Background: an optimization exercise with open tools, aiming at small area, a short achievable clock period and few clock cycles. Do not read the settings as production practice.
RTL that was checked went through simulation tests only; none was proved equivalent to the original.
The RTL of run 7 was laid out without a check of its function.
In every run shown here, the design's own scripts or RTL, not TritonCTS, make the clock network.
The flow treats the clock pin as an ideal source. Dropping or thinning the clock tree relies on that and would not hold on a real chip.
Power is estimated from default activity; no workload was simulated.

==> flow/design.v <==
`timescale 1ns/10ps
module ELA(clk, rst, in_data, data_rd, req, wen, addr, data_wr, done);
	input				clk;
	input				rst;
	input		[7:0]	in_data;
	input		[7:0]	data_rd;
	output				req;
	output	reg			wen;
	output	reg	[9:0]	addr;
	output	reg	[7:0]	data_wr;	 
	output				done;
	reg			interp, fin;
	reg			s_rb, s_w;	 
	reg	[7:0]	x;	 
	reg	[7:0]	y;	 
	reg	[7:0]	pp;	 
	reg	[7:0]	q;	 
	reg	[7:0]	r;	 
	reg	[7:0]	dreg, areg;	 
	reg	[7:0]	m;			 
	wire s_rt = ~s_rb & ~s_w;
	assign req  = ~interp;
	assign done = fin;
	wire [8:0] ix = {addr[9:6], addr[4:0]};
	wire [8:0] kst = {s_rb, s_rb, s_rb, s_rt & interp, s_rb, s_rb, s_rb,
			s_rb | s_w, s_w | ~interp & wen};
	function [8:0] add9;
		input [8:0] u, v;
		integer j; reg c;
		begin
			c = 1'b0;
			for (j = 0; j < 9; j = j + 1) begin
				add9[j] = u[j] ^ v[j] ^ c;
				c = (u[j] & v[j]) | (c & (u[j] ^ v[j]));
			end
		end
	endfunction
	wire [8:0] i_next = add9(ix, kst);
	wire [7:0] d_xy, a_xy;
	ELA_absd u_absd(.x(x), .y(y), .d(d_xy));
	ELA_avg u_avg(.x(x), .y(y), .a(a_xy));
	always @(posedge clk) begin
		dreg <= d_xy;
		areg <= a_xy;
	end
	wire edge_col = (ix[4:0] == 5'd1) || (ix[4:0] == 5'd2);
	wire le;
	ELA_le8 u_le(.v(dreg), .u(m), .le(le));
	wire take = s_w | le | (s_rb & edge_col);
	always @(posedge clk) begin
		if (take)
			m <= dreg;
		if (!interp)
			data_wr <= in_data;
		else if (take)
			data_wr <= areg;
	end
	always @(posedge clk or posedge rst) begin
		if (rst) begin
			interp <= 1'b0;
			fin <= 1'b0;
			s_rb <= 1'b0;
			s_w <= 1'b0;
			wen <= 1'b0;
			addr <= 10'd0;
		end else if (fin) begin
			wen <= 1'b0;
		end else begin
			addr <= {i_next[8:5], interp & s_rb, i_next[4:0]};
			if (!interp) begin
				wen <= ~(wen & (&ix));
				if (wen & (&ix))
					interp <= 1'b1;
			end else begin
				s_rb <= s_rt;
				s_w <= s_rb;
				wen <= s_rb & (ix[8:1] != 8'd16);
				if (s_rb && ix == 9'd1)
					fin <= 1'b1;
			end
		end
	end
	always @(posedge clk) begin
		if (s_rt) begin
			x <= y; y <= data_rd; r <= x;
		end else if (s_rb) begin
			x <= r; y <= data_rd; r <= pp; pp <= y;
		end else begin
			x <= r; y <= q; q <= y; r <= pp;
		end
	end
endmodule
module ELA_le8(v, u, le);
	input	[7:0]	v, u;
	output			le;
	wire [7:0] g = v & ~u;
	wire [7:0] e = ~(v ^ u);
	wire g10 = g[1] | e[1] & g[0], e10 = e[1] & e[0];
	wire g32 = g[3] | e[3] & g[2], e32 = e[3] & e[2];
	wire g54 = g[5] | e[5] & g[4], e54 = e[5] & e[4];
	wire g76 = g[7] | e[7] & g[6], e76 = e[7] & e[6];
	wire g30 = g32 | e32 & g10;
	wire g74 = g76 | e76 & g54, e74 = e76 & e54;
	assign le = ~(g74 | e74 & g30);
endmodule
module ELA_absd(x, y, d);
	input	[7:0]	x, y;
	output	reg	[7:0]	d;
	reg [7:0] g, e, G1, E1, G2, E2, G3, E3, bo, bo2;
	integer i;
	always @(*) begin
		g = x & ~y;
		e = ~(x ^ y);
		for (i = 0; i < 8; i = i + 1)
			if (i % 2 == 1) begin G1[i] = g[i] | e[i] & g[i-1]; E1[i] = e[i] & e[i-1]; end
			else begin G1[i] = g[i]; E1[i] = e[i]; end
		for (i = 0; i < 8; i = i + 1)
			if (i % 4 >= 2) begin G2[i] = G1[i] | E1[i] & G1[(i/4)*4+1]; E2[i] = E1[i] & E1[(i/4)*4+1]; end
			else begin G2[i] = G1[i]; E2[i] = E1[i]; end
		for (i = 0; i < 8; i = i + 1)
			if (i >= 4) begin G3[i] = G2[i] | E2[i] & G2[3]; E3[i] = E2[i] & E2[3]; end
			else begin G3[i] = G2[i]; E3[i] = E2[i]; end
		bo  = {~(G3[6:0] | E3[6:0]), 1'b0};
		bo2 = {G3[6:0], 1'b0};
		d = G3[7] ? (~e ^ bo) : (~e ^ bo2);
	end
endmodule
module ELA_avg(x, y, a);
	input	[7:0]	x, y;
	output	reg	[7:0]	a;
	reg [7:0] g, p, G1, P1, G2, P2, G3, P3;
	integer i;
	always @(*) begin
		g = x & y; p = x ^ y;
		for (i = 0; i < 8; i = i + 1)
			if (i % 2 == 1) begin G1[i] = g[i] | p[i] & g[i-1]; P1[i] = p[i] & p[i-1]; end
			else begin G1[i] = g[i]; P1[i] = p[i]; end
		for (i = 0; i < 8; i = i + 1)
			if (i % 4 >= 2) begin G2[i] = G1[i] | P1[i] & G1[(i/4)*4+1]; P2[i] = P1[i] & P1[(i/4)*4+1]; end
			else begin G2[i] = G1[i]; P2[i] = P1[i]; end
		for (i = 0; i < 8; i = i + 1)
			if (i >= 4) begin G3[i] = G2[i] | P2[i] & G2[3]; P3[i] = P2[i] & P2[3]; end
			else begin G3[i] = G2[i]; P3[i] = P2[i]; end
		a = {G3[7], p[7:1] ^ G3[6:0]};
	end
endmodule
==> flow/flow/run.sh <==
#!/bin/bash
# Layout flow: the standard ORFS flow, with these changes:
#  - synthesis does not extract full/half adder cells (ADDER_MAP_FILE empty),
#    so ABC maps all of the arithmetic itself;
#  - the port buffers are sky130_fd_sc_hd__buf_1 cells;
#  - the clock tree is one level: the clock port drives four clkbuf_16 cells,
#    one per quarter of the flip-flops (flow/cts.tcl replaces ORFS's cts.tcl,
#    with clock_tree_synthesis replaced by that buffering).
set -euo pipefail
rm -rf scripts_mod
cp -r "$FLOW_HOME/scripts" scripts_mod
cp flow/cts.tcl scripts_mod/cts.tcl
bash standard.sh ADDER_MAP_FILE= \
  "BUFFER_PORTS_ARGS=-buffer_cell sky130_fd_sc_hd__buf_1" \
  "SCRIPTS_DIR=$PWD/scripts_mod" \
  finish > make_finish.log 2>&1
==> flow/flow/cts.tcl <==
utl::set_metrics_stage "cts__{}"
source $::env(SCRIPTS_DIR)/load.tcl
source $::env(SCRIPTS_DIR)/lec_check.tcl
erase_non_stage_variables cts
load_design 3_place.odb 3_place.sdc
source_step_tcl PRE CTS

# Clone clock tree inverters next to register loads
# so cts does not try to buffer the inverted clocks.
repair_clock_inverters

proc save_progress { stage } {
  puts "Run 'make gui_$stage.odb' to load progress snapshot"
  orfs_write_db $::env(RESULTS_DIR)/$stage.odb
  orfs_write_sdc $::env(RESULTS_DIR)/$stage.sdc
}


# Clock tree: the clock port drives NBUF clkbuf_16 cells, each of which
# drives the flip-flops of one region of the core (a balanced one-level tree).
proc manual_clock_tree { nbuf } {
  set db [ord::get_db]
  set block [ord::get_db_block]
  set master [$db findMaster sky130_fd_sc_hd__clkbuf_16]
  set clk_net [$block findNet clk]
  set sinks {}
  foreach it [$clk_net getITerms] {
    if { [[$it getMTerm] getSigType] == "CLOCK" || [[$it getMTerm] getName] == "CLK" } {
      set inst [$it getInst]
      set bb [$inst getBBox]
      lappend sinks [list $it [expr {([$bb xMin] + [$bb xMax]) / 2}] [expr {([$bb yMin] + [$bb yMax]) / 2}]]
    }
  }
  puts "manual_clock_tree: [llength $sinks] sinks, $nbuf buffers"
  # split into two halves by x, then each half into nbuf/2 groups by y
  set sinks [lsort -integer -index 1 $sinks]
  set n [llength $sinks]
  set half [expr {($n + 1) / 2}]
  set groups {}
  set per [expr {$nbuf / 2}]
  foreach part [list [lrange $sinks 0 [expr {$half - 1}]] [lrange $sinks $half end]] {
    set part [lsort -integer -index 2 $part]
    set m [llength $part]
    for {set k 0} {$k < $per} {incr k} {
      set lo [expr {($m * $k) / $per}]
      set hi [expr {($m * ($k + 1)) / $per - 1}]
      lappend groups [lrange $part $lo $hi]
    }
  }
  set k 0
  foreach grp $groups {
    set sx 0
    set sy 0
    foreach s $grp {
      set sx [expr {$sx + [lindex $s 1]}]
      set sy [expr {$sy + [lindex $s 2]}]
    }
    set cnt [llength $grp]
    set inst [odb::dbInst_create $block $master "clkbuf_m_$k"]
    set net [odb::dbNet_create $block "clk_m_$k"]
    $net setSigType CLOCK
    [$inst findITerm A] connect $clk_net
    [$inst findITerm X] connect $net
    foreach s $grp {
      set it [lindex $s 0]
      $it disconnect
      $it connect $net
    }
    $inst setLocation [expr {$sx / $cnt}] [expr {$sy / $cnt}]
    $inst setPlacementStatus PLACED
    puts "manual_clock_tree: clkbuf_m_$k drives $cnt sinks"
    incr k
  }
  set_propagated_clock [all_clocks]
}

# Run CTS
set cts_args [list \
  -sink_clustering_enable \
  -repair_clock_nets]

append_env_var cts_args CTS_BUF_DISTANCE -distance_between_buffers 1
append_env_var cts_args CTS_CLUSTER_SIZE -sink_clustering_size 1
append_env_var cts_args CTS_CLUSTER_DIAMETER -sink_clustering_max_diameter 1
append_env_var cts_args CTS_BUF_LIST -buf_list 1
append_env_var cts_args CTS_LIB_NAME -library 1


if { [env_var_exists_and_non_empty CTS_ARGS] } {
  set cts_args $::env(CTS_ARGS)
}

set_dont_use $::env(DONT_USE_CELLS)

manual_clock_tree 4

utl::push_metrics_stage "cts__{}__pre_repair_timing"
log_cmd estimate_parasitics -placement
if { $::env(DETAILED_METRICS) } {
  report_metrics 4 "cts pre-repair-timing"
}
utl::pop_metrics_stage

set_placement_padding -global \
  -left $::env(CELL_PAD_IN_SITES_DETAIL_PLACEMENT) \
  -right $::env(CELL_PAD_IN_SITES_DETAIL_PLACEMENT)

set result [catch { detailed_placement } msg]
if { $result != 0 } {
  save_progress 4_1_error
  error "Detailed placement failed in CTS: $msg"
}

log_cmd estimate_parasitics -placement

if { $::env(CTS_SNAPSHOTS) } {
  save_progress 4_1_pre_repair_hold_setup
}

if { !$::env(SKIP_CTS_REPAIR_TIMING) } {
  if { $::env(EQUIVALENCE_CHECK) } {
    write_eqy_verilog 4_before_rsz.v
  }
  if { $::env(LEC_CHECK) } {
    write_lec_verilog 4_before_rsz_lec.v
  }

  repair_timing_helper

  if { $::env(EQUIVALENCE_CHECK) } {
    run_equivalence_test
  }
  if { $::env(LEC_CHECK) } {
    write_lec_verilog 4_after_rsz_lec.v
    run_lec_test 4_rsz 4_before_rsz_lec.v 4_after_rsz_lec.v
  }

  set result [catch { detailed_placement } msg]
  if { $result != 0 } {
    save_progress 4_1_error
    error "Detailed placement failed in CTS: $msg"
  }

  check_placement -verbose
}

report_metrics 4 "cts final"

source_step_tcl POST CTS

orfs_write_db $::env(RESULTS_DIR)/4_1_cts.odb
orfs_write_sdc $::env(RESULTS_DIR)/4_cts.sdc
==> flow/standard.sh <==
#!/bin/bash
# synth_recipe.tcl (not shown) runs the flow's synth.tcl, then flattens the netlist and writes it again
# the make line also repeats each setting of config.mk as NAME=value (left out here)
make -C /OpenROAD-flow-scripts/flow DESIGN_CONFIG=/design/flow/config.mk WORK_HOME=/design/flow/orfs CLKGATE_MAP_FILE= SYNTH_SCRIPT=/design/flow/synth_recipe.tcl "${@:-finish}"
==> flow/config.mk <==
export PLATFORM = sky130hd
export DESIGN_NAME = ELA
export DESIGN_NICKNAME = ELA
export VERILOG_FILES = /design/flow/design.v
export SDC_FILE = /design/flow/constraint.sdc
export NUM_CORES = 8
export LEC_CHECK = 0
export CAP_MARGIN = 20
export CORE_MARGIN = 2
export CORE_UTILIZATION = 70
export SETUP_SLACK_MARGIN = 4.8
export SLEW_MARGIN = 20
export SYNTH_HIERARCHICAL = 1
==> flow/constraint.sdc <==
create_clock -name core_clock -period 7.0 [get_ports {clk}]
set_input_delay 1.4000 -clock core_clock [delete_from_list [all_inputs] [get_ports {clk}]]
set_output_delay 1.4000 -clock core_clock [all_outputs]
set_load 0.01 [all_outputs]
==> impl_metrics.csv, run 1 <==
group,metric,value,unit
status,outcome,"timing/DRC/antenna clean",
power,leakagePower,1.73,nW
route,route.detailed.drc,0,
logic_synthesis,synth_area,0.00404,sq mm
final_layout,n_antenna_cell,0,
route,viasPerCell,5.80,
timing,slew_viol_final,0,
critical_path,cp.required,5600,ps
logic_synthesis,synth_area_leaders,"edfxtp_1, dfxtp_1, mux2_2",
grt,grt_max_degree,23,
grt,grt_pass1_vias,2375,
grt,grtUsageTotal,0.212,
logic_synthesis,async_flop_share,0.172,
final_layout,area_growth_syn_to_layout,8.94,%
route,wl,6.87,mm
critical_path,path_max_fanout,5,
power,pwr-share-clk,0.215,
logic_synthesis,ys_seq_area_frac,0.529,
min_path,min-delay-path-class,"flip-flop to flip-flop",
timing,setup_viol,0,
power,switchingPower,0.000233,W
critical_path,arrival,780,ps
logic_synthesis,ys_seq_elements,87,
timing,period_needed,2180,ps
power,p_int,0.000778,W
power,vdd_drop_max,233,uV
timing,skew,7.71,ps
final_layout,nNetsFinal,401,
min_path,whs_path_depth,0,
placed_design,gp_congestion,0.805,
route,dr_total_vias,2629,
final_layout,multi_input_area,0.00175,sq mm
floorplanning,start_util,0.730,
route,drt-initial-drc-count,162,
timing,slew_headroom,0.447,
logic_synthesis,synth_fp_nets,355,
min_path,hold_path_end,"m[4]$_DFFE_PP_",
min_path,min_from,"dreg[4]$_DFF_P_",
critical_path,ff2ff_path_depth,7,
floorplanning,fp.coreArea,0.00554,sq mm
logic_synthesis,ys_warn_count,9,
timing,setup_tns,0,ps
floorplanning,ios,39,
critical_path,regToRegEndpoint,"dreg[6]$_DFF_P_",
critical_path,crit_start,"interp$_DFFE_PP0N_",
route,wl_per_cell,15.2,microns
timing,finalCritPeriodShare,0.311,
critical_path,worstReg2RegStart,"y[0]$_DFF_P_",
logic_synthesis,synth-edff-count,32,
power,p_sw_frac,0.231,
route,ant_nets,0,
flow_run,max-cap-violations,0,
timing,worstMarginPinSlew,828,ps
grt,grt_pass1_wl,11.0,mm
logic_synthesis,ys_types,64,
logic_synthesis,syn_area_per_cell,12.0,sq um
floorplanning,die_h,80.0,microns
critical_path,crit_path_end_kind,"primary output",
final_layout,num-fill-cells,357,
cts,postCtsHoldBufs,0,
route,firstDrtPassIters,6,
power,p_comb_frac,0.164,
final_layout,final_core_util,0.795,
final_layout,final_cell_count_no_fill,453,
timing,rsz0062_at_grt,"true",
logic_synthesis,synthCells,337,
timing,hold_viol,0,
grt,antenna_found_initial,0,
placed_design,dp.cells,435,
logic_synthesis,ys.flop_type,"dfxtp_1",
critical_path,path_class,"flip-flop to primary output",
power,powerDensity,230,mW/mm^2
critical_path,startpoint_type,"flip-flop",
placed_design,placement.io_buffers,38,
placed_design,hpwl,4.96,mm
cts,clk_pin_slew_worst_paths,80,ps
floorplanning,dieArea,0.00640,sq mm
grt,overflow,0,
floorplanning,fp.dieW,80.0,microns
logic_synthesis,netlist.area_leader.share,0.238,
logic_synthesis,synth_top_cell_by_area,"edfxtp_1",
timing,clock.fmax,459,MHz
final_layout,regArea,0.00215,sq mm
critical_path,reg2reg_slack,4850,ps
cts,clock_latency,150,ps
power,seqPwrFrac,0.620,
floorplanning,fp-row-count,27,
final_layout,drive_gt1_frac,0.252,
-- layout by cell type, fill, tap and decap left out, drive strengths merged, types with 2 or more instances in the layout --
cell type,instances
nor2b,9
or2,2
o21ai,11
mux2,34
xor2,15
o211ai,2
o21bai,2
and2,3
a21oi,15
a31oi,7
o21a,2
mux2i,4
edfxtp,32
nand3,6
or2b,2
nand4b,2
o211a,2
a21o,2
nor2,24
a211oi,2
dfxtp,40
nand2,13
nand2b,7
dfrtp,15
a221oi,2
xnor2,20
a211o,2
clkbuf,4
inv,15
maj3,8
o31ai,2
nor4,3
nor3,4
buf,52
-- sequential cells by signal (all words and copies together), names as in the netlist --
signal and flops:
q 8, r 8, dreg 8, wen 1
areg 8, y 8, pp 8, s_rb 1
fin 1, addr 10, s_w 1, interp 1
x 8, m 8, data_wr 8
-- Yosys stat by module, one instance, submodules excluded --
module | cells inside | area, sq um | flip-flops and latches | times used
ELA_le8 | 20 | 151 | 0 | 1
ELA_avg | 32 | 251 | 0 | 1
ELA | 210 | 3110 | 87 | 1
ELA_absd | 75 | 526 | 0 | 1
-- layout make-up --
class	count	area share
flip-flops and latches	87	0.488
plain buffers	4	0.0227
inverters	15	0.0134
repair buffers	52	0.0580
well taps	72	0.0205
multi-input cells	223	0.397
-- layer usage --
metal  share of wire  routed length (microns)  GRT usage
met4          0.0055                       38     0.0136
met2            0.46                     3190      0.354
met1            0.49                     3330      0.319
met3           0.044                      302     0.0147
met5               0                        0          0
-- cells in the mapped netlist, types with 3 or more instances --
cell,n
nor2b_1,7
nor3_1,4
dfxtp_1,40
mux2i_1,4
maj3_2,6
clkbuf_8,4
edfxtp_1,32
nand2_1,12
nor2_1,22
nand3_1,6
nand2b_1,6
xor2_1,15
mux2_2,34
clkbuf_1,4
a31oi_1,7
buf_6,3
a21oi_1,13
o21ai_0,7
inv_1,15
xnor2_1,19
dfrtp_1,15
-- critical path, stage by stage, from the launching register on --
cell and delay [ps]:
dfrtp_2 440, inv_4 90, buf_6 100
-- logic make-up (layout without fill, tap and decap cells) --
family / Yosys count / in the layout / synth area share
AOI/OAI and AO/OA: 61 / 61 / 0.111
DFF: 87 / 87 / 0.529
and+or+nand+nor: 81 / 81 / 0.116
muxes: 38 / 38 / 0.105
adders and majority gates: 8 / 8 / 0.0217
buffers and inverters: 27 / 71 / 0.0408
xor gates and xnor gates: 35 / 35 / 0.0777
-- power by group through the flow --
| stage | registers (W) | clock network, W | logic [W] |
|---|---|---|---|
| global route | 0.000633 | 0.000241 | 0.000184 |
| CTS | 0.000627 | 0.000225 | 0.000160 |
| floorplan | 0.000628 | 0 | 0.000128 |
| global placement | 0.000634 | 0 | 0.000149 |
| detailed placement | 0.000638 | 0 | 0.000155 |
| finish | 0.000627 | 0.000218 | 0.000166 |
-- per-stage QoR --
| stage | hold WS, ps | setup WS (ps) | cell area [sq um] | total power (W) |
|---|---|---|---|---|
| final | 442 | 4820 | 4400 | 0.00101 |
| after global routing | 461 | 4710 | 4400 | 0.00106 |
| after CTS | 446 | 4750 | 4320 | 0.00101 |
| after detailed placement | 426 | 4500 | 4170 | 0.000793 |
| after global placement | 419 | 4550 | 4170 | 0.000783 |
| after floorplan | 401 | 4850 | 4040 | 0.000756 |
-- how the worst max path moves through the flow --
stage                                      end  slack, ps  cells past startpoint
after floorplan           data_wr[0]$_DFFE_PP_       4850                      6
after global placement                     req       4550                      2
after detailed placement                   req       4500                      2
after CTS                                  req       4750                      2
after global routing           dreg[6]$_DFF_P_       4710                      7
final                                      req       4820                      2
-- what timing repair did --
item                                    4_1_cts  5_1_grt
pin swaps                                     0        1
gates resized for setup                      13        8
buffers inserted                              4       10
endpoints found under the setup margin       17       28
Testbench counts, summed over its fixed seeds: cycles 62,688.
==> run 2: changes to the inputs <==
--- a/flow/config.mk
+++ b/flow/config.mk
@@ -9,3 +9,3 @@
 export CORE_MARGIN = 2
-export CORE_UTILIZATION = 70
+export CORE_UTILIZATION = 50
 export SETUP_SLACK_MARGIN = 4.8
==> run 2 against run 1 <==
  * Still clean
  * Sequential cell count is the same
  * Sequential power about the same
  * Register-to-register slack improved by 40 ps
  * Setup slack gained 10 ps
  * Global-route usage is 5.1 points lower
  * Core utilization down 22 points
  * Routed wire length up 1.4%
  * Cell area is 0.57% higher
  * Synthesized cell count did not move
  * Sequential share of layout area fell by 0.28 points
  * Largest cell class unchanged
==> impl_metrics.csv, run 2 <==
group,metric,value,unit
timing,rsz0062_at_grt,"true",
grt,grt_pass1_wl,11.7,mm
placed_design,gp_congestion,0.841,
final_layout,largest_reg_flops,10,
logic_synthesis,ys.flop_type,"dfxtp_1",
final_layout,area_growth_syn_to_layout,9.56,%
timing,clock.fmax,461,MHz
final_layout,final_common_cell,"dfxtp_1",
logic_synthesis,synth_area_leaders,"edfxtp_1, dfxtp_1, mux2_2",
floorplanning,die_h,93.9,microns
timing,skew,15.4,ps
timing,slew_viol_final,0,
final_layout,regArea,0.00215,sq mm
logic_synthesis,syn_area_per_cell,12.0,sq um
route,route.detailed.drc,0,
floorplanning,ios,39,
timing,worstMarginPinSlew,852,ps
power,vdd_drop_max,166,uV
placed_design,placement.io_buffers,38,
timing,slew_headroom,0.431,
critical_path,worstReg2RegStart,"m[2]$_DFFE_PP_",
route,drt-initial-drc-count,82,
critical_path,regToRegEndpoint,"data_wr[3]$_DFFE_PP_",
grt,overflow,0,
logic_synthesis,synth_top_cell_by_area,"edfxtp_1",
power,switchingPower,0.000240,W
timing,setup_viol,0,
grt,antenna_found_initial,0,
critical_path,crit_end,"req",
cts,clock_latency,160,ps
logic_synthesis,ys_seq_area_frac,0.529,
final_layout,n_antenna_cell,0,
logic_synthesis,ys_seq_elements,87,
logic_synthesis,synthCells,337,
power,pwr-share-clk,0.226,
floorplanning,fp.coreArea,0.00777,sq mm
min_path,min-delay-path-class,"flip-flop to flip-flop",
floorplanning,dieArea,0.00882,sq mm
logic_synthesis,synth.most_common_cell,"dfxtp_1",
floorplanning,fp.dieW,93.9,microns
status,outcome,"timing/DRC/antenna clean",
power,totalPowerFinal,0.00101,W
flow_run,max-cap-violations,0,
critical_path,arrival,770,ps
logic_synthesis,ys_warn_count,9,
route,viasPerCell,5.34,
final_layout,drive_gt1_frac,0.251,
route,wl_per_cell,14.5,microns
critical_path,path_max_fanout,4,
logic_synthesis,synth_area,0.00404,sq mm
critical_path,ff2ff_path_depth,6,
route,firstDrtPassIters,5,
logic_synthesis,synth-edff-count,32,
final_layout,most-common-layout-cells,"dfxtp_1, buf_1, mux2_2",
grt,grt_pass1_vias,2409,
timing,hold_viol,0,
critical_path,reg2reg_slack,4890,ps
timing,finalCritPeriodShare,0.310,
logic_synthesis,ys_types,64,
grt,grt_max_degree,23,
power,p_comb_frac,0.157,
timing,setup_tns,0,ps
timing,period_needed,2170,ps
final_layout,nNetsFinal,398,
logic_synthesis,synth_fp_nets,355,
power,leakagePower,1.71,nW
placed_design,hpwl,4.94,mm
power,powerDensity,229,mW/mm^2
grt,grtUsageTotal,0.160,
floorplanning,start_util,0.520,
critical_path,crit_start,"interp$_DFFE_PP0N_",
critical_path,cp.required,5600,ps
logic_synthesis,async_flop_share,0.172,
final_layout,regMostFlops,"addr",
critical_path,crit_path_end_kind,"primary output",
critical_path,startpoint_type,"flip-flop",
critical_path,path_class,"flip-flop to primary output",
power,p_sw_frac,0.237,
power,p_int,0.000773,W
route,dr_total_vias,2563,
power,seqPwrFrac,0.617,
route,ant_nets,0,
cts,clk_pin_slew_worst_paths,90,ps
floorplanning,fp-row-count,32,
logic_synthesis,netlist.area_leader.share,0.238,
final_layout,num-fill-cells,689,
route,wl,6.97,mm
logic_synthesis,ys_top_cells_by_count,"dfxtp_1, mux2_2, edfxtp_1",
final_layout,multi_input_area,0.00176,sq mm
run 2: critical path, cell delays in order, from the launching register on:
cell and delay (ps):
dfrtp_2 430, inv_4 80, buf_6 100
run 2: Yosys stat by module (local to each module, per instance):
module    cells  area, sq um  flip-flops and latches
ELA_avg      32          251                       0
ELA_le8      20          151                       0
ELA_absd     75          526                       0
ELA         210         3110                      87
run 2: final cells by class:
class                      instances  area share
sequential                        87       0.486
multi-input combinational        223       0.397
timing repair buffer              49      0.0525
tap                              102      0.0288
buffer                             4      0.0226
inverter                          15      0.0133
run 2: what timing repair did:
item / CTS / global route
setup buffers: 6 / 5
endpoints found under the setup margin: 24 / 17
gates resized for setup: 11 / 11
hold buffers: 0 / 0
pin swaps: 0 / 1
run 2: worst min path at each step:
stage	from	endpoint	slack, ps	depth (start not counted)
4_1_cts	dreg[0]$_DFF_P_	m[0]$_DFFE_PP_	440	0
3_3_place_gp	dreg[0]$_DFF_P_	m[0]$_DFFE_PP_	410	0
5_1_grt	dreg[0]$_DFF_P_	m[0]$_DFFE_PP_	470	0
2_1_floorplan	dreg[0]$_DFF_P_	m[0]$_DFFE_PP_	400	0
6_report	dreg[0]$_DFF_P_	m[0]$_DFFE_PP_	430	0
3_5_place_dp	dreg[0]$_DFF_P_	m[0]$_DFFE_PP_	410	0
run 2: cell families (layout without fill, tap and decap cells):
family	count (synthesis)	after routing	share of synthesized area
adders and majority gates	8	8	0.0217
AOI/OAI and AO/OA	61	61	0.111
buffers and inverters	27	68	0.0408
and+or+nand+nor	81	81	0.116
muxes	38	38	0.105
xor gates and xnor gates	35	35	0.0777
DFF	87	87	0.529
run 2: per-layer routing:
| metal | share of wire | GRT usage | vias to the layer above |
|---|---|---|---|
| met5 | 0 | 0 | - |
| met4 | 0.013 | 0.0181 | 0 |
| met3 | 0.033 | 0.0136 | 8 |
| met2 | 0.48 | 0.271 | 51 |
| met1 | 0.48 | 0.232 | 1221 |
| li1 | - | - | 1283 |
run 2: stage by stage:
| stage | cell area [sq um] | instances | hold WS (ps) | worst slack, ps | utilization |
|---|---|---|---|---|---|
| after floorplan | 4040 | 337 | 401 | 4850 | - |
| after global placement | 4200 | 465 | 413 | 4610 | 0.541 |
| after detailed placement | 4200 | 465 | 414 | 4550 | 0.541 |
| after CTS | 4370 | 475 | 435 | 4710 | 0.562 |
| after global routing | 4430 | 480 | 466 | 4790 | 0.570 |
| final | 4430 | 480 | 432 | 4830 | 0.570 |
run 2: power by group through the flow:
stage,clock network [W],registers [W],logic [W]
floorplan,0,0.000628,0.000128
detailed placement,0,0.000637,0.000156
global route,0.000252,0.000634,0.000176
global placement,0,0.000635,0.000154
CTS,0.000235,0.000626,0.000161
finish,0.000229,0.000625,0.000159
==> run 3: changes to the inputs <==
--- a/flow/design.v
+++ b/flow/design.v
@@ -86,5 +86,5 @@
 		end else if (s_rb) begin
-			x <= r; y <= data_rd; r <= pp; pp <= y;
+			x <= r; y <= data_rd; r <= y;
 		end else begin
-			x <= r; y <= q; q <= y; r <= pp;
+			x <= pp; y <= q; pp <= r; q <= y; r <= y;
 		end
--- a/flow/config.mk
+++ b/flow/config.mk
@@ -9,3 +9,3 @@
 export CORE_MARGIN = 2
-export CORE_UTILIZATION = 50
+export CORE_UTILIZATION = 40
 export SETUP_SLACK_MARGIN = 4.8
==> run 3 against run 2 <==
  * Still clean
  * Worst hold slack gained 9.8 ps
  * Cell area up 2.1%
  * Synthesized cell count is 5.0% higher
  * Final cell count is 9.4% higher
  * Combinational power about the same
  * First-iteration DRC count up 60%
  * Clock skew shrank 5.9 ps
  * Global-route usage is 2.4 points lower
  * Clock power shrank 3%
  * Critical endpoint unchanged
==> impl_metrics.csv, run 3 <==
group,metric,value,unit
status,outcome,"timing/DRC/antenna clean",
grt,grt_max_degree,31,
power,totalPowerFinal,0.00101,W
floorplanning,start_util,0.415,
timing,whs,441,ps
floorplanning,fp.dieW,105,microns
route,route.detailed.drc,0,
logic_synthesis,netlist.area_leader.share,0.235,
final_layout,regMostFlops,"addr",
power,leakagePower,1.68,nW
critical_path,crit_path_end_kind,"primary output",
route,drt-initial-drc-count,131,
flow_run,max-cap-violations,0,
power,pwr-share-clk,0.221,
cts,clock_latency,150,ps
min_path,hold_path_end,"m[4]$_DFFE_PP_",
logic_synthesis,ys_types,65,
final_layout,nNetsFinal,412,
logic_synthesis,ys_warn_count,9,
critical_path,arrival,780,ps
logic_synthesis,synth_area,0.00409,sq mm
critical_path,crit_slowest_cell,"dfrtp_2",
final_layout,drive_gt1_frac,0.232,
power,vdd_drop_max,104,uV
route,dr_total_vias,2639,
floorplanning,die_h,105,microns
critical_path,path_cells,"inv_4, buf_6",
logic_synthesis,ys_seq_elements,87,
placed_design,dp.cells,512,
power,seqPwrFrac,0.623,
final_layout,area_growth_syn_to_layout,10.6,%
power,switchingPower,0.000237,W
critical_path,path_max_fanout,6,
timing,clock.fmax,459,MHz
critical_path,crit_start,"interp$_DFFE_PP0N_",
floorplanning,fp.coreArea,0.00986,sq mm
cts,postCtsHoldBufs,0,
final_layout,final_cell_count_no_fill,525,
power,p_comb_frac,0.157,
grt,overflow,0,
power,p_int,0.000773,W
logic_synthesis,ys.flop_type,"dfxtp_1",
power,p_sw_frac,0.234,
route,ant_nets,0,
timing,worstMarginPinSlew,586,ps
timing,hold_viol,0,
critical_path,reg2reg_slack,4900,ps
logic_synthesis,synth-edff-count,32,
placed_design,gp_congestion,0.791,
placed_design,placement.io_buffers,38,
critical_path,slowest_delay,440,ps
timing,slew_headroom,0.609,
route,viasPerCell,5.03,
final_layout,most-common-layout-cells,"buf_1, dfxtp_1, edfxtp_1",
route,wl_per_cell,14.3,microns
logic_synthesis,synth_area_leaders,"edfxtp_1, dfxtp_1, dfrtp_1",
timing,period_needed,2180,ps
power,powerDensity,223,mW/mm^2
logic_synthesis,async_flop_share,0.172,
grt,gr-usage-met1,0.201,
grt,antenna_found_initial,0,
timing,rsz0062_at_grt,"true",
min_path,whs_path_depth,0,
critical_path,regToRegEndpoint,"data_wr[7]$_DFFE_PP_",
timing,setup_viol,0,
timing,slew_viol_final,0,
logic_synthesis,synth_top_cell_by_area,"edfxtp_1",
placed_design,hpwl,5.42,mm
logic_synthesis,syn_area_per_cell,11.6,sq um
floorplanning,ios,39,
critical_path,worstReg2RegStart,"m[2]$_DFFE_PP_",
route,wl,7.53,mm
timing,skew,9.51,ps
critical_path,ff2ff_path_depth,6,
logic_synthesis,synth.most_common_cell,"dfxtp_1",
floorplanning,dieArea,0.0110,sq mm
critical_path,startpoint_type,"flip-flop",
min_path,min_from,"dreg[4]$_DFF_P_",
route,firstDrtPassIters,4,
grt,grt_pass1_wl,12.7,mm
final_layout,n_antenna_cell,0,
logic_synthesis,ys_top_cells_by_count,"dfxtp_1, edfxtp_1, mux2_2",
logic_synthesis,ys_seq_area_frac,0.523,
logic_synthesis,synth_fp_nets,372,
floorplanning,fp-row-count,36,
grt,grt_use_met3,0.00936,
critical_path,path_class,"flip-flop to primary output",
logic_synthesis,synthCells,354,
timing,finalCritPeriodShare,0.311,
grt,use_met2,0.224,
final_layout,largest_reg_flops,10,
final_layout,final_common_cell,"buf_1",
placed_design,placed_area,0.00430,sq mm
timing,setup_tns,0,ps
grt,grt_pass1_vias,2554,
cts,clk_pin_slew_worst_paths,80,ps
min_path,min-delay-path-class,"flip-flop to flip-flop",
critical_path,cp.required,5600,ps
final_layout,design_area,0.00452,sq mm
grt,grt.busiest_layer,"met2",
grt,grtUsageTotal,0.136,
-- run 3: changes by cell type after synthesis, sizes merged --
cell and change:
buf +5, clkbuf -4, mux2 -8, o21ai +8, nand2 +8, mux2i +8
-- run 3: kinds of logic (layout without fill, tap and decap cells) --
kind of cell	after synthesis	in the layout	synth area share
simple gates	89	89	0.120
flops	87	87	0.523
compound gates	69	69	0.119
mux	38	38	0.101
xor+xnor	35	35	0.0768
buf+inv	28	66	0.0386
fa+ha+maj	8	8	0.0214
-- run 3: power by group through the flow --
stage	Sequential, W	Combinational (W)	Clock [W]
after detailed placement	0.000639	0.000154	0
after global placement	0.000637	0.000152	0
final	0.000628	0.000158	0.000223
after CTS	0.000629	0.000160	0.000232
after global routing	0.000635	0.000177	0.000249
after floorplan	0.000629	0.000128	0
-- run 3: worst max-delay path by stage --
stage / slack, ps / to / cells after the start
2_1_floorplan: 4850 / data_wr[0]$_DFFE_PP_ / 6
3_3_place_gp: 4610 / req / 2
3_5_place_dp: 4570 / req / 2
4_1_cts: 4740 / req / 2
5_1_grt: 4770 / dreg[6]$_DFF_P_ / 7
6_report: 4820 / req / 2
-- run 3: through the flow --
step / worst slack, ps / util
global placement: 4610 / 0.436
floorplan: 4850 / -
global route: 4770 / 0.459
detailed placement: 4570 / 0.436
finish: 4820 / 0.459
CTS: 4740 / 0.453
-- run 3: per-module statistics from Yosys, one instance, submodules excluded --
module	copies in the design	cells inside	area [sq um]	flops+latches
ELA_le8	1	20	151	0
ELA	1	227	3160	87
ELA_absd	1	75	526	0
ELA_avg	1	32	251	0
-- run 3: layer usage --
| layer | wire [microns] | part of all wire |
|---|---|---|
| met1 | 3680 | 0.49 |
| met4 | 111 | 0.015 |
| met3 | 257 | 0.034 |
| met5 | 0 | 0 |
| met2 | 3480 | 0.46 |
-- run 3: worst max-delay path: cells and delay by family, from the launching register on --
kind                   cells  cell delay (ps)
DFF                        1              440
buffers and inverters      2              190
-- run 3: area by class of cell --
type | count | area, sq um
multi-input cells | 239 | 1820
repair buffers | 47 | 218
well taps | 133 | 166
inverters | 15 | 62.6
plain buffers | 4 | 100
flip-flops and latches | 87 | 2160
fillers | 924 | 5340
-- run 3: what timing repair did --
item	4_1_cts	5_1_grt
hold endpoints to repair	0	0
resized for setup	15	14
pin swaps	0	1
setup buffers	6	3
setup endpoints to repair	34	33
Testbench counts of run 3, summed over its fixed seeds: cycles 62,688.
==> run 4: changes to the inputs <==
--- a/flow/design.v
+++ b/flow/design.v
@@ -86,5 +86,5 @@
 		end else if (s_rb) begin
-			x <= r; y <= data_rd; r <= y;
+			x <= r; y <= data_rd; r <= pp; pp <= y;
 		end else begin
-			x <= pp; y <= q; pp <= r; q <= y; r <= y;
+			x <= r; y <= q; q <= y; r <= pp;
 		end
--- a/flow/config.mk
+++ b/flow/config.mk
@@ -9,3 +9,3 @@
 export CORE_MARGIN = 2
-export CORE_UTILIZATION = 40
+export CORE_UTILIZATION = 60
 export SETUP_SLACK_MARGIN = 4.8
==> run 4 against run 3 <==
  * Clock skew is 4.9 ps lower
  * Combinational power about the same
  * Via count decreased by 6.1%
==> impl_metrics.csv, run 4 <==
group,metric,value,unit
critical_path,crit_end,"req",
critical_path,crit_slowest_cell,"dfrtp_2",
timing,skew,4.58,ps
floorplanning,fp-row-count,29,
placed_design,gp_congestion,0.819,
logic_synthesis,ys_warn_count,9,
critical_path,regToRegEndpoint,"dreg[6]$_DFF_P_",
grt,grt_pass1_wl,11.0,mm
logic_synthesis,synth-xor-area-share,0.0777,
logic_synthesis,synth_compound_area_frac,0.111,
timing,worstMarginPinSlew,927,ps
timing,finalCritPeriodShare,0.310,
final_layout,area_growth_syn_to_layout,7.92,%
min_path,min-delay-path-class,"flip-flop to flip-flop",
logic_synthesis,muxShareOfSynthArea,0.105,
power,seqPwrFrac,0.625,
status,outcome,"timing/DRC/antenna clean",
logic_synthesis,async_flop_share,0.172,
logic_synthesis,ys_seq_area_frac,0.529,
critical_path,reg2reg_slack,4880,ps
critical_path,path_buf_inv,2,
placed_design,dp.cells,440,
route,ant_nets,0,
logic_synthesis,ys_seq_elements,87,
timing,rsz0062_at_grt,"true",
route,wl_per_cell,14.7,microns
flow_run,max-cap-violations,0,
power,vdd_drop_max,166,uV
final_layout,most-common-layout-cells,"dfxtp_1, buf_1, mux2_2",
power,leakagePower,1.69,nW
route,viasPerCell,5.50,
final_layout,final_cell_count_no_fill,451,
logic_synthesis,synth-adder-area-share,0.0217,
route,wl,6.64,mm
timing,period_needed,2170,ps
critical_path,crit_family,"flip-flops",
final_layout,nNetsFinal,394,
floorplanning,dieArea,0.00741,sq mm
final_layout,n_antenna_cell,0,
logic_synthesis,synth_area,0.00404,sq mm
power,switchingPower,0.000228,W
power,p_comb_frac,0.156,
timing,setup_viol,0,
critical_path,ff2ff_path_depth,7,
timing,clock.fmax,461,MHz
logic_synthesis,synth_top_cell_by_area,"edfxtp_1",
logic_synthesis,ys_types,64,
floorplanning,die_h,86.1,microns
route,dr_total_vias,2479,
route,drt-initial-drc-count,151,
floorplanning,fp.coreArea,0.00642,sq mm
logic_synthesis,synth.most_common_cell,"dfxtp_1",
grt,grt_max_degree,23,
route,firstDrtPassIters,4,
logic_synthesis,ys_top_cells_by_count,"dfxtp_1, mux2_2, edfxtp_1",
critical_path,slowest_delay,430,ps
critical_path,crit_path_end_kind,"primary output",
power,pwr-share-clk,0.219,
route,route.detailed.drc,0,
logic_synthesis,synth_fp_nets,355,
floorplanning,ios,39,
critical_path,path_max_fanout,6,
floorplanning,start_util,0.629,
critical_path,startpoint_type,"flip-flop",
grt,antenna_found_initial,0,
final_layout,regMostFlops,"addr",
final_layout,final_common_cell,"dfxtp_1",
logic_synthesis,synth_simple_gate_area_frac,0.116,
critical_path,path_cells,"inv_4, buf_6",
power,p_sw_frac,0.228,
critical_path,worstReg2RegStart,"y[0]$_DFF_P_",
logic_synthesis,ys.flop_type,"dfxtp_1",
cts,clk_pin_slew_worst_paths,80,ps
final_layout,largest_reg_flops,10,
critical_path,arrival,770,ps
placed_design,placement.io_buffers,38,
logic_synthesis,syn_area_per_cell,12.0,sq um
logic_synthesis,netlist.area_leader.share,0.238,
placed_design,hpwl,4.80,mm
floorplanning,fp.dieW,86.1,microns
timing,hold_viol,0,
cts,clock_latency,150,ps
timing,slew_viol_final,0,
critical_path,path_class,"flip-flop to primary output",
critical_path,path_depth,2,
logic_synthesis,synth_top_family_by_area,"simple AND/OR/NAND/NOR gates",
final_layout,drive_gt1_frac,0.243,
logic_synthesis,synth-edff-count,32,
grt,grt_pass1_vias,2294,
power,p_int,0.000773,W
grt,grtUsageTotal,0.180,
cts,postCtsHoldBufs,0,
critical_path,crit_start,"interp$_DFFE_PP0N_",
logic_synthesis,synth_area_leaders,"edfxtp_1, dfxtp_1, mux2_2",
critical_path,cp.required,5600,ps
timing,setup_tns,0,ps
logic_synthesis,synthCells,337,
power,powerDensity,229,mW/mm^2
grt,overflow,0,
timing,slew_headroom,0.381,
[run 4: cell count changes in the layout (fill, tap and decap cells not counted), sizes merged]
cell | previous run | this run
buf | 47 | 45
inv | 14 | 15
mux2 | 26 | 34
o21ai | 19 | 11
nand2 | 21 | 13
mux2i | 12 | 4
clkinvlp | 1 | 0
[run 4: layout make-up]
cell class,count,area [sq um]
fill,523,2060
multi-input combinational,223,1750
timing repair buffer,45,203
inverter,15,58.8
tap,77,96.3
buffer,4,100
sequential,87,2150
[run 4: repair_timing]
item / in CTS / in global routing
pin swaps: 0 / 1
buffers inserted: 5 / 2
setup endpoints to repair: 27 / 17
gates cloned: 0 / 0
resized for setup: 14 / 8
[run 4: kinds of logic after synthesis]
family | Yosys count
simple gates | 81
mux | 38
flops | 87
buf+inv | 27
xor+xnor | 35
fa+ha+maj | 8
compound gates | 61
[run 4: power groups by stage]
stage	combinational [W]	clock, W	sequential, W
2_1_floorplan	0.000128	0	0.000628
3_3_place_gp	0.000151	0	0.000634
3_5_place_dp	0.000154	0	0.000636
4_1_cts	0.000159	0.000226	0.000625
5_1_grt	0.000176	0.000239	0.000634
6_report	0.000157	0.000219	0.000625
[run 4: per-stage QoR]
step | util | total power, W | hold WS [ps] | worst slack (ps) | cell area (sq um)
after CTS | 0.674 | 0.00101 | 445 | 4750 | 4330
after global placement | 0.650 | 0.000785 | 414 | 4530 | 4170
after global routing | 0.679 | 0.00105 | 458 | 4730 | 4360
after detailed placement | 0.650 | 0.000790 | 425 | 4500 | 4170
final | 0.679 | 0.00100 | 440 | 4830 | 4360
after floorplan | - | 0.000756 | 401 | 4850 | 4040
[run 4: worst min-delay path by stage]
stage                          from        endpoint  slack [ps]  cells after the start
global placement    dreg[4]$_DFF_P_  m[4]$_DFFE_PP_         410                      0
finish              dreg[5]$_DFF_P_  m[5]$_DFFE_PP_         440                      0
floorplan           dreg[0]$_DFF_P_  m[0]$_DFFE_PP_         400                      0
detailed placement  dreg[5]$_DFF_P_  m[5]$_DFFE_PP_         420                      0
CTS                 dreg[5]$_DFF_P_  m[5]$_DFFE_PP_         440                      0
global route        dreg[4]$_DFF_P_  m[4]$_DFFE_PP_         460                      0
[run 4: layer usage]
metal / track usage / wire (microns)
met1: 0.282 / 3350
met2: 0.288 / 3010
met3: 0.0154 / 240
met4: 0.0115 / 43
met5: 0 / 0
[run 4: Yosys stat by module, one instance, submodules excluded]
module / flops+latches / cell area (sq um)
ELA_le8: 0 / 151
ELA_avg: 0 / 251
ELA: 87 / 3110
ELA_absd: 0 / 526
Testbench counts of run 4, summed over its fixed seeds: cycles 62,688.
==> run 5: changes to the inputs <==
--- a/flow/config.mk
+++ b/flow/config.mk
@@ -10,2 +10,3 @@
 export CORE_UTILIZATION = 60
+export PLACE_DENSITY = 0.75
 export SETUP_SLACK_MARGIN = 4.8
==> run 5 against run 4 <==
  * Combinational power rose by 13%
  * Clock power barely moved
  * Setup slack got worse by 51 ps
  * Die area did not move
  * Critical path type unchanged
  * Critical endpoint unchanged
==> impl_metrics.csv, run 5 <==
group,metric,value,unit
status,outcome,"timing/DRC/antenna clean",
critical_path,path_cells,"inv_2, clkbuf_2",
placed_design,placement.io_buffers,38,
logic_synthesis,synth-xor-area-share,0.0777,
power,pwr-share-clk,0.216,
power,p_comb_frac,0.173,
logic_synthesis,synth-adder-area-share,0.0217,
floorplanning,fp-row-count,29,
logic_synthesis,ys_warn_count,9,
critical_path,crit_path_end_kind,"primary output",
logic_synthesis,ys_top_cells_by_count,"dfxtp_1, mux2_2, edfxtp_1",
power,p_sw_frac,0.229,
logic_synthesis,muxShareOfSynthArea,0.105,
grt,antenna_found_initial,0,
timing,rsz0062_at_grt,"true",
grt,use_met2,0.303,
logic_synthesis,ys_seq_area_frac,0.529,
final_layout,final_common_cell,"buf_1",
route,wl,6.64,mm
logic_synthesis,synth_top_cell_by_area,"edfxtp_1",
critical_path,cp.required,5600,ps
route,viasPerCell,5.60,
timing,clock.fmax,450,MHz
logic_synthesis,ys_seq_elements,87,
logic_synthesis,async_flop_share,0.172,
grt,overflow,0,
grt,grt_max_degree,23,
route,firstDrtPassIters,5,
final_layout,design_area,0.00438,sq mm
timing,setup_tns,0,ps
final_layout,regMostFlops,"addr",
power,vdd_drop_max,175,uV
logic_synthesis,ys.flop_type,"dfxtp_1",
logic_synthesis,synthCells,337,
final_layout,area_growth_syn_to_layout,8.42,%
grt,grt_use_met3,0.0144,
timing,finalCritPeriodShare,0.317,
placed_design,hpwl,4.77,mm
placed_design,placed_area,0.00417,sq mm
logic_synthesis,synth_area,0.00404,sq mm
final_layout,drive_gt1_frac,0.254,
critical_path,path_max_fanout,6,
logic_synthesis,syn_area_per_cell,12.0,sq um
min_path,hold_path_end,"m[4]$_DFFE_PP_",
floorplanning,die_h,86.1,microns
timing,slew_viol_final,0,
power,leakagePower,1.71,nW
critical_path,worstReg2RegStart,"y[1]$_DFF_P_",
timing,hold_viol,0,
flow_run,max-cap-violations,0,
cts,clock_latency,150,ps
timing,worstMarginPinSlew,835,ps
timing,setup_viol,0,
final_layout,largest_reg_flops,10,
critical_path,path_class,"flip-flop to primary output",
power,seqPwrFrac,0.612,
logic_synthesis,synth.most_common_cell,"dfxtp_1",
grt,grt_pass1_vias,2355,
logic_synthesis,synth-edff-count,32,
logic_synthesis,synth_area_leaders,"edfxtp_1, dfxtp_1, mux2_2",
power,p_int,0.000790,W
critical_path,crit_slowest_cell,"dfrtp_2",
logic_synthesis,netlist.area_leader.share,0.238,
floorplanning,dieArea,0.00741,sq mm
min_path,min_from,"dreg[4]$_DFF_P_",
placed_design,gp_congestion,0.841,
logic_synthesis,synth_fp_nets,355,
critical_path,reg2reg_slack,4910,ps
power,totalPowerFinal,0.00103,W
route,wl_per_cell,14.6,microns
route,ant_nets,0,
critical_path,regToRegEndpoint,"dreg[6]$_DFF_P_",
grt,grt_pass1_wl,11.2,mm
logic_synthesis,synth_simple_gate_area_frac,0.116,
logic_synthesis,synth_top_family_by_area,"simple AND/OR/NAND/NOR gates",
timing,whs,446,ps
timing,period_needed,2220,ps
grt,grt.busiest_layer,"met2",
cts,clk_pin_slew_worst_paths,80,ps
timing,skew,3.28,ps
grt,grtUsageTotal,0.181,
logic_synthesis,ys_types,64,
critical_path,ff2ff_path_depth,7,
floorplanning,fp.coreArea,0.00642,sq mm
timing,slew_headroom,0.443,
min_path,min-delay-path-class,"flip-flop to flip-flop",
route,route.detailed.drc,0,
floorplanning,start_util,0.629,
critical_path,slowest_delay,420,ps
grt,gr-usage-met1,0.272,
critical_path,arrival,820,ps
power,powerDensity,234,mW/mm^2
logic_synthesis,synth_compound_area_frac,0.111,
critical_path,crit_family,"flip-flops",
floorplanning,ios,39,
route,drt-initial-drc-count,101,
final_layout,most-common-layout-cells,"buf_1, dfxtp_1, mux2_2",
cts,postCtsHoldBufs,0,
critical_path,path_buf_inv,2,
power,switchingPower,0.000235,W
min_path,whs_path_depth,0,
critical_path,startpoint_type,"flip-flop",
route,dr_total_vias,2549,
floorplanning,fp.dieW,86.1,microns
final_layout,n_antenna_cell,0,
final_layout,nNetsFinal,398,
run 5: cell counts after synthesis:
No cell type changed its count.
run 5: layout make-up:
type	count	area [sq um]
Sequential cell	87	2150
Fill cell	489	2040
Multi-Input combinational cell	223	1750
Timing Repair Buffer	49	226
Buffer	4	100
Tap cell	77	96.3
Inverter	15	56.3
run 5: logic make-up after synthesis:
group | count (synthesis)
flip-flops | 87
AND/OR/NAND/NOR | 81
AO/OA/AOI/OAI | 61
multiplexers | 38
XOR/XNOR | 35
buffers and inverters | 27
adder cells (fa/ha/maj) | 8
run 5: how the worst max path moves through the flow:
stage / start / end / slack [ps] / depth (start not counted)
6_report: interp$_DFFE_PP0N_ / req / 4780 / 2
5_1_grt: interp$_DFFE_PP0N_ / req / 4750 / 2
4_1_cts: interp$_DFFE_PP0N_ / req / 4700 / 2
3_5_place_dp: interp$_DFFE_PP0N_ / req / 4510 / 2
3_3_place_gp: interp$_DFFE_PP0N_ / req / 4530 / 2
2_1_floorplan: m[2]$_DFFE_PP_ / data_wr[0]$_DFFE_PP_ / 4850 / 6
run 5: per-module statistics from Yosys (local to each module, per instance):
module,flip-flops and latches,area [sq um],cells,times used
ELA_avg,0,251,32,1
ELA_le8,0,151,20,1
ELA_absd,0,526,75,1
ELA,87,3110,210,1
run 5: per-stage QoR:
stage / setup WS, ps / std cells / utilization
2_1_floorplan: 4850 / 337 / -
3_3_place_gp: 4530 / 440 / 0.650
3_5_place_dp: 4510 / 440 / 0.650
4_1_cts: 4700 / 449 / 0.674
5_1_grt: 4750 / 455 / 0.682
6_report: 4780 / 455 / 0.682
run 5: metal layers:
| metal | vias up | share of wire | wire length, microns |
|---|---|---|---|
| li1 | 1287 | - | - |
| met3 | 3 | 0.033 | 217 |
| met2 | 41 | 0.47 | 3110 |
| met4 | 0 | 0.0071 | 47 |
| met5 | - | 0 | 0 |
| met1 | 1218 | 0.49 | 3270 |
run 5: power groups by stage:
stage	registers, W	clock network (W)	logic [W]
after floorplan	0.000628	0	0.000128
after global placement	0.000633	0	0.000149
after detailed placement	0.000638	0	0.000153
after CTS	0.000627	0.000227	0.000156
after global routing	0.000635	0.000243	0.000196
final	0.000627	0.000221	0.000177
run 5: what timing repair did:
action / 4_1_cts / 5_1_grt
endpoints found under the hold margin: 0 / 0
setup buffers: 5 / 6
gates resized for setup: 11 / 9
pin swaps: 0 / 1
endpoints found under the setup margin: 17 / 26
==> run 6: changes to the inputs <==
--- a/flow/config.mk
+++ b/flow/config.mk
@@ -10,3 +10,3 @@
 export CORE_UTILIZATION = 60
-export PLACE_DENSITY = 0.75
+export GPL_ROUTABILITY_DRIVEN = 0
 export SETUP_SLACK_MARGIN = 4.8
==> run 6 against run 5 <==
  * Final cell count is 0.88% lower
  * Setup slack improved by 44 ps
  * Synthesized cell count is the same
  * First-iteration DRC count is 44% higher
  * Via count is 2.6% lower
  * Area after synthesis is the same
==> impl_metrics.csv, run 6 <==
group,metric,value,unit
logic_synthesis,synth_top_family_by_area,"simple AND/OR/NAND/NOR gates",
logic_synthesis,synth_top_cell_by_area,"edfxtp_1",
timing,slew_headroom,0.383,
critical_path,crit_end,"req",
critical_path,cp.required,5600,ps
route,drt-initial-drc-count,145,
logic_synthesis,async_flop_share,0.172,
floorplanning,start_util,0.629,
final_layout,drive_gt1_frac,0.243,
timing,skew,6.28,ps
route,ant_nets,0,
critical_path,regToRegEndpoint,"dreg[6]$_DFF_P_",
grt,grt_pass1_wl,11.1,mm
logic_synthesis,ys_types,64,
timing,clock.fmax,459,MHz
final_layout,final_cell_count_no_fill,451,
critical_path,path_class,"flip-flop to primary output",
placed_design,dp.cells,440,
route,viasPerCell,5.51,
critical_path,arrival,780,ps
route,wl_per_cell,14.7,microns
critical_path,slowest_delay,430,ps
placed_design,placement.io_buffers,38,
floorplanning,ios,39,
grt,grt_max_degree,23,
logic_synthesis,ys.flop_type,"dfxtp_1",
timing,rsz0062_at_grt,"true",
critical_path,crit_path_end_kind,"primary output",
flow_run,max-cap-violations,0,
final_layout,n_antenna_cell,0,
power,vdd_drop_max,166,uV
logic_synthesis,synth_fp_nets,355,
timing,period_needed,2180,ps
logic_synthesis,synth_compound_area_frac,0.111,
logic_synthesis,ys_seq_area_frac,0.529,
grt,grtUsageTotal,0.182,
final_layout,regMostFlops,"addr",
floorplanning,die_h,86.1,microns
route,firstDrtPassIters,4,
logic_synthesis,ys_warn_count,9,
status,outcome,"timing/DRC/antenna clean",
logic_synthesis,synth_area,0.00404,sq mm
min_path,min_from,"dreg[5]$_DFF_P_",
route,wl,6.62,mm
cts,clock_latency,150,ps
final_layout,design_area,0.00436,sq mm
placed_design,placed_area,0.00417,sq mm
logic_synthesis,synth-adder-area-share,0.0217,
min_path,whs_path_depth,0,
timing,setup_viol,0,
final_layout,area_growth_syn_to_layout,7.92,%
timing,hold_viol,0,
final_layout,final_common_cell,"dfxtp_1",
placed_design,hpwl,4.80,mm
floorplanning,fp.dieW,86.1,microns
floorplanning,dieArea,0.00741,sq mm
critical_path,ff2ff_path_depth,7,
grt,overflow,0,
timing,worstMarginPinSlew,925,ps
final_layout,largest_reg_flops,10,
critical_path,crit_slowest_cell,"dfrtp_2",
timing,slew_viol_final,0,
timing,finalCritPeriodShare,0.311,
critical_path,worstReg2RegStart,"y[0]$_DFF_P_",
logic_synthesis,ys_seq_elements,87,
logic_synthesis,syn_area_per_cell,12.0,sq um
logic_synthesis,synth_area_leaders,"edfxtp_1, dfxtp_1, mux2_2",
final_layout,most-common-layout-cells,"dfxtp_1, buf_1, mux2_2",
grt,grt_pass1_vias,2301,
floorplanning,fp-row-count,29,
critical_path,crit_start,"interp$_DFFE_PP0N_",
logic_synthesis,ys_top_cells_by_count,"dfxtp_1, mux2_2, edfxtp_1",
logic_synthesis,synth-xor-area-share,0.0777,
route,route.detailed.drc,0,
critical_path,path_max_fanout,6,
logic_synthesis,netlist.area_leader.share,0.238,
timing,setup_tns,0,ps
critical_path,startpoint_type,"flip-flop",
logic_synthesis,synth-edff-count,32,
floorplanning,fp.coreArea,0.00642,sq mm
final_layout,nNetsFinal,394,
logic_synthesis,synth.most_common_cell,"dfxtp_1",
logic_synthesis,synth_simple_gate_area_frac,0.116,
cts,clk_pin_slew_worst_paths,80,ps
critical_path,reg2reg_slack,4880,ps
critical_path,path_cells,"inv_4, buf_6",
final_layout,num-fill-cells,525,
power,leakagePower,1.69,nW
min_path,min-delay-path-class,"flip-flop to flip-flop",
route,dr_total_vias,2484,
grt,antenna_found_initial,0,
power,powerDensity,229,mW/mm^2
logic_synthesis,muxShareOfSynthArea,0.105,
logic_synthesis,synthCells,337,
==> run 6: cell counts after synthesis <==
No cell type changed its count.
==> run 6: worst min-delay path by stage <==
stage,to
6_report,m[5]$_DFFE_PP_
4_1_cts,m[5]$_DFFE_PP_
3_3_place_gp,m[4]$_DFFE_PP_
2_1_floorplan,m[0]$_DFFE_PP_
5_1_grt,m[4]$_DFFE_PP_
3_5_place_dp,m[5]$_DFFE_PP_
==> run 6: logic make-up (layout without fill, tap and decap cells) <==
kind of cell / count (synthesis) / in the layout
muxes: 38 / 38
AOI/OAI and AO/OA: 61 / 61
xor gates and xnor gates: 35 / 35
adders and majority gates: 8 / 8
and+or+nand+nor: 81 / 81
buffers and inverters: 27 / 64
DFF: 87 / 87
==> run 6: stage by stage <==
stage	hold WS [ps]	util	setup slack (ps)	power, W
6_report	440	0.679	4820	0.00100
5_1_grt	458	0.679	4730	0.00105
4_1_cts	445	0.675	4750	0.00101
3_5_place_dp	425	0.650	4500	0.000790
3_3_place_gp	414	0.650	4530	0.000785
2_1_floorplan	401	-	4850	0.000756
==> run 6: final cells by class <==
type / count / area, sq um / area share
repair buffers: 45 / 203 / 0.0465
flip-flops and latches: 87 / 2150 / 0.493
inverters: 15 / 58.8 / 0.0135
well taps: 77 / 96.3 / 0.0221
multi-input cells: 223 / 1750 / 0.402
plain buffers: 4 / 100 / 0.0229
==> run 6: worst max-delay path, delay by kind of cell, from the launching register on <==
family | cells | cell delay [ps]
buffers and inverters | 2 | 200
DFF | 1 | 430
==> run 6: power by group <==
part           switching [W]  leakage [nW]  internal [W]
Combinational      0.0000784         0.816     0.0000781
Clock               0.000115        0.0493      0.000104
Sequential         0.0000342         0.827      0.000591
==> run 6: per-module statistics from Yosys, one instance, submodules excluded <==
module / flops+latches / copies in the design
ELA_absd: 0 / 1
ELA: 87 / 1
ELA_le8: 0 / 1
ELA_avg: 0 / 1
==> run 6: what timing repair did <==
item,in CTS,in global routing
setup buffers,6,1
pin swaps,0,1
gates resized for setup,14,8
endpoints found under the setup margin,27,16
hold buffers,0,0
==> run 6: layer usage <==
layer | GRT usage | share of wire | vias to the layer above | routed length (microns)
met4 | 0.0115 | 0.0065 | 0 | 43
met5 | 0 | 0 | - | 0
met1 | 0.282 | 0.50 | 1161 | 3320
met2 | 0.292 | 0.45 | 40 | 3010
li1 | - | - | 1279 | -
met3 | 0.0154 | 0.037 | 4 | 247
==> run 7: changes to the inputs <==
--- a/flow/design.v
+++ b/flow/design.v
@@ -64,3 +64,2 @@
 			wen <= 1'b0;
-			addr <= 10'd0;
 		end else if (fin) begin
@@ -68,3 +67,2 @@
 		end else begin
-			addr <= {i_next[8:5], interp & s_rb, i_next[4:0]};
 			if (!interp) begin
@@ -82,2 +80,4 @@
 	end
+	always @(posedge clk)
+		addr <= (interp | wen) ? {i_next[8:5], interp & s_rb, i_next[4:0]} : 10'd0;
 	always @(posedge clk) begin
--- a/flow/config.mk
+++ b/flow/config.mk
@@ -10,3 +10,2 @@
 export CORE_UTILIZATION = 60
-export GPL_ROUTABILITY_DRIVEN = 0
 export SETUP_SLACK_MARGIN = 4.8
==> run 7 against run 6 <==
  * Power hardly changed
  * Largest power group unchanged
  * Area after synthesis decreased by 0.19%
  * Critical path type unchanged
  * Fmax fell by 2.3%
==> impl_metrics.csv, run 7 <==
group,metric,value,unit
floorplanning,fp-row-count,29,
logic_synthesis,ys_types,68,
logic_synthesis,ys_seq_area_frac,0.517,
logic_synthesis,async_flop_share,0.0575,
route,wl_per_cell,15.3,microns
timing,skew,13.0,ps
final_layout,area_growth_syn_to_layout,8.68,%
route,firstDrtPassIters,4,
cts,postCtsHoldBufs,0,
status,outcome,"timing/DRC/antenna clean",
placed_design,dp.cells,457,
route,met1_length,3.37,mm
final_layout,design_area,0.00439,sq mm
logic_synthesis,synth-edff-count,32,
critical_path,cp.required,5600,ps
route,ant_nets,0,
timing,rsz0062_at_grt,"true",
logic_synthesis,synth.most_common_cell,"dfxtp_1",
floorplanning,ios,39,
floorplanning,die_h,86.0,microns
timing,worstMarginPinSlew,846,ps
final_layout,final_cell_count_no_fill,465,
logic_synthesis,synth_area_leaders,"dfxtp_1, edfxtp_1, mux2_2",
floorplanning,start_util,0.628,
power,totalPowerFinal,0.00100,W
timing,setup_tns,0,ps
logic_synthesis,ys.flop_type,"dfxtp_1",
critical_path,path_max_fanout,4,
logic_synthesis,ys_seq_elements,87,
critical_path,ff2ff_path_depth,7,
cts,clock_latency,150,ps
timing,finalCritPeriodShare,0.318,
logic_synthesis,netlist.area_leader.share,0.248,
logic_synthesis,synth_fp_nets,371,
floorplanning,fp.coreArea,0.00642,sq mm
route,top_layer_used,"met4",
final_layout,multi_input_area,0.00182,sq mm
cts,clk_pin_slew_worst_paths,90,ps
route,wl_met2,3.47,mm
grt,grt_pass1_wl,11.5,mm
route,dr_wl_met3,142,microns
timing,slew_headroom,0.435,
final_layout,nNetsFinal,408,
logic_synthesis,syn_area_per_cell,11.4,sq um
power,seqPwrFrac,0.624,
timing,setup_viol,0,
route,dr_total_vias,2668,
route,drt-initial-drc-count,120,
min_path,whs_path_depth,0,
placed_design,gp_congestion,0.845,
final_layout,drive_gt1_frac,0.222,
critical_path,startpoint_type,"flip-flop",
critical_path,regToRegEndpoint,"dreg[6]$_DFF_P_",
timing,period_needed,2230,ps
power,pwr-share-clk,0.222,
floorplanning,dieArea,0.00740,sq mm
route,wl,7.10,mm
final_layout,regArea,0.00212,sq mm
min_path,min_from,"dreg[0]$_DFF_P_",
grt,grt_max_degree,24,
final_layout,largest_reg_flops,10,
final_layout,n_antenna_cell,0,
min_path,min-delay-path-class,"flip-flop to flip-flop",
critical_path,arrival,830,ps
timing,slew_viol_final,0,
route,route.detailed.drc,0,
final_layout,regMostFlops,"addr",
final_layout,most-common-layout-cells,"dfxtp_1, buf_1, mux2_2",
logic_synthesis,ys_top_cells_by_count,"dfxtp_1, mux2_2, edfxtp_1",
route,viasPerCell,5.74,
grt,antenna_found_initial,0,
critical_path,crit_path_end_kind,"primary output",
power,leakagePower,1.63,nW
placed_design,placed_area,0.00421,sq mm
final_layout,final_common_cell,"dfxtp_1",
grt,grtUsageTotal,0.189,
logic_synthesis,synth_area,0.00404,sq mm
flow_run,max-cap-violations,0,
placed_design,placement.io_buffers,38,
power,p_comb_frac,0.154,
grt,overflow,0,
power,switchingPower,0.000233,W
grt,grt_pass1_vias,2438,
min_path,hold_path_end,"m[0]$_DFFE_PP_",
timing,clock.fmax,449,MHz
power,vdd_drop_max,184,uV
logic_synthesis,synthCells,353,
critical_path,reg2reg_slack,4940,ps
final_layout,num-fill-cells,517,
power,powerDensity,228,mW/mm^2
logic_synthesis,ys_warn_count,9,
critical_path,worstReg2RegStart,"x[5]$_DFF_P_",
placed_design,hpwl,5.09,mm
timing,hold_viol,0,
power,p_sw_frac,0.233,
logic_synthesis,synth_top_cell_by_area,"dfxtp_1",
critical_path,path_class,"flip-flop to primary output",
floorplanning,fp.dieW,86.0,microns
power,p_int,0.000767,W
==> run 7: changes by cell type after synthesis, moves of 3 or more <==
cell	change
clkbuf_8	-4
clkbuf_1	-3
nor3_1	+6
o21ai_1	+3
buf_2	+6
dfrtp_1	-10
o211ai_1	+3
xor2_1	-4
dfxtp_1	+10
==> run 7: critical path: stages (launching register included) <==
cell and delay (ps):
dfrtp_4 510, inv_4 70, buf_6 90
==> run 7: routing by layer <==
metal  global-route usage  vias up
li1                     -     1347
met1                0.271     1279
met2                0.328       35
met3              0.00866        7
met4               0.0245        0
met5                    0        -
==> run 7: repair_timing <==
action / in CTS / in global routing
endpoints found under the setup margin: 26 / 19
setup buffers: 1 / 3
hold endpoints to repair: 0 / 0
gates resized for setup: 12 / 17
==> run 7: final cells by class <==
cell class              instances  share of cell area
flip-flops and latches         87               0.483
inverters                      18              0.0160
repair buffers                 42              0.0414
multi-input cells             237               0.415
plain buffers                   4              0.0228
well taps                      77              0.0220
==> run 7: logic make-up (layout without fill, tap and decap cells) <==
| group | Yosys count | after routing | synth area share |
|---|---|---|---|
| xor+xnor | 32 | 32 | 0.0713 |
| compound gates | 73 | 73 | 0.132 |
| mux | 36 | 36 | 0.0995 |
| buf+inv | 29 | 64 | 0.0329 |
| fa+ha+maj | 7 | 7 | 0.0189 |
| simple gates | 89 | 89 | 0.128 |
| flops | 87 | 87 | 0.517 |
==> run 7: power groups by stage <==
stage               Combinational, W  Sequential (W)  Clock (W)
floorplan                   0.000127        0.000627          0
global placement            0.000153        0.000633          0
detailed placement          0.000157        0.000637          0
CTS                         0.000158        0.000625   0.000230
global route                0.000171        0.000631   0.000242
finish                      0.000154        0.000623   0.000222
==> run 7: worst max path at each step <==
stage | start | end | slack, ps | depth (start not counted)
finish | interp$_DFFE_PP0N_ | req | 4770 | 2
global route | interp$_DFFE_PP0N_ | req | 4740 | 2
CTS | interp$_DFFE_PP0N_ | req | 4530 | 2
detailed placement | s_rb$_DFFE_PP0P_ | q[6]$_DFFE_PP_ | 4470 | 3
global placement | interp$_DFFE_PP0N_ | req | 4530 | 2
floorplan | interp$_DFFE_PP0N_ | req | 4950 | 2
==> run 7: through the flow <==
stage	worst slack (ps)	utilization	hold WS [ps]
2_1_floorplan	4950	-	401
3_3_place_gp	4530	0.655	414
3_5_place_dp	4470	0.655	418
4_1_cts	4530	0.675	437
5_1_grt	4740	0.683	453
6_report	4770	0.683	432
==> run 7: modules after synthesis (local to each module, per instance) <==
module	copies in the design	area, sq um
ELA	1	3110
ELA_absd	1	526
ELA_avg	1	251
ELA_le8	1	151

==> static timing again, ports no longer ideal <==
In the flow no input, the clock included, has a driving cell. The finished layouts below were timed again as built, in two steps. Step 1 sets driving cells, clkbuf_16 on the clock port and buf_2 on the other inputs (assumed; they add their load-dependent delay and slew). Step 2, shift: input delay + t, output delay - t, t = (earliest + latest rising clock arrival at the registers) / 2. This alone moves slack from input paths to output paths. Slacks: no drivers / after step 1 / after step 2; pairs: no drivers / after step 1.
run	shift t [ns]	setup slack, ns	clock arrival spread, ns
run 1	0.219	4.822 / 4.747 / 4.848	0.008 / 0.008
run 2	0.229	4.832 / 4.753 / 4.886	0.016 / 0.015
run 3	0.225	4.820 / 4.741 / 4.902	0.009 / 0.010
run 4	0.222	4.829 / 4.752 / 4.878	0.005 / 0.005
run 5	0.221	4.778 / 4.703 / 4.909	0.004 / 0.003
run 6	0.222	4.822 / 4.745 / 4.878	0.007 / 0.006
run 7	0.227	4.772 / 4.693 / 4.920	0.014 / 0.014
After both steps every run listed still meets setup and hold.
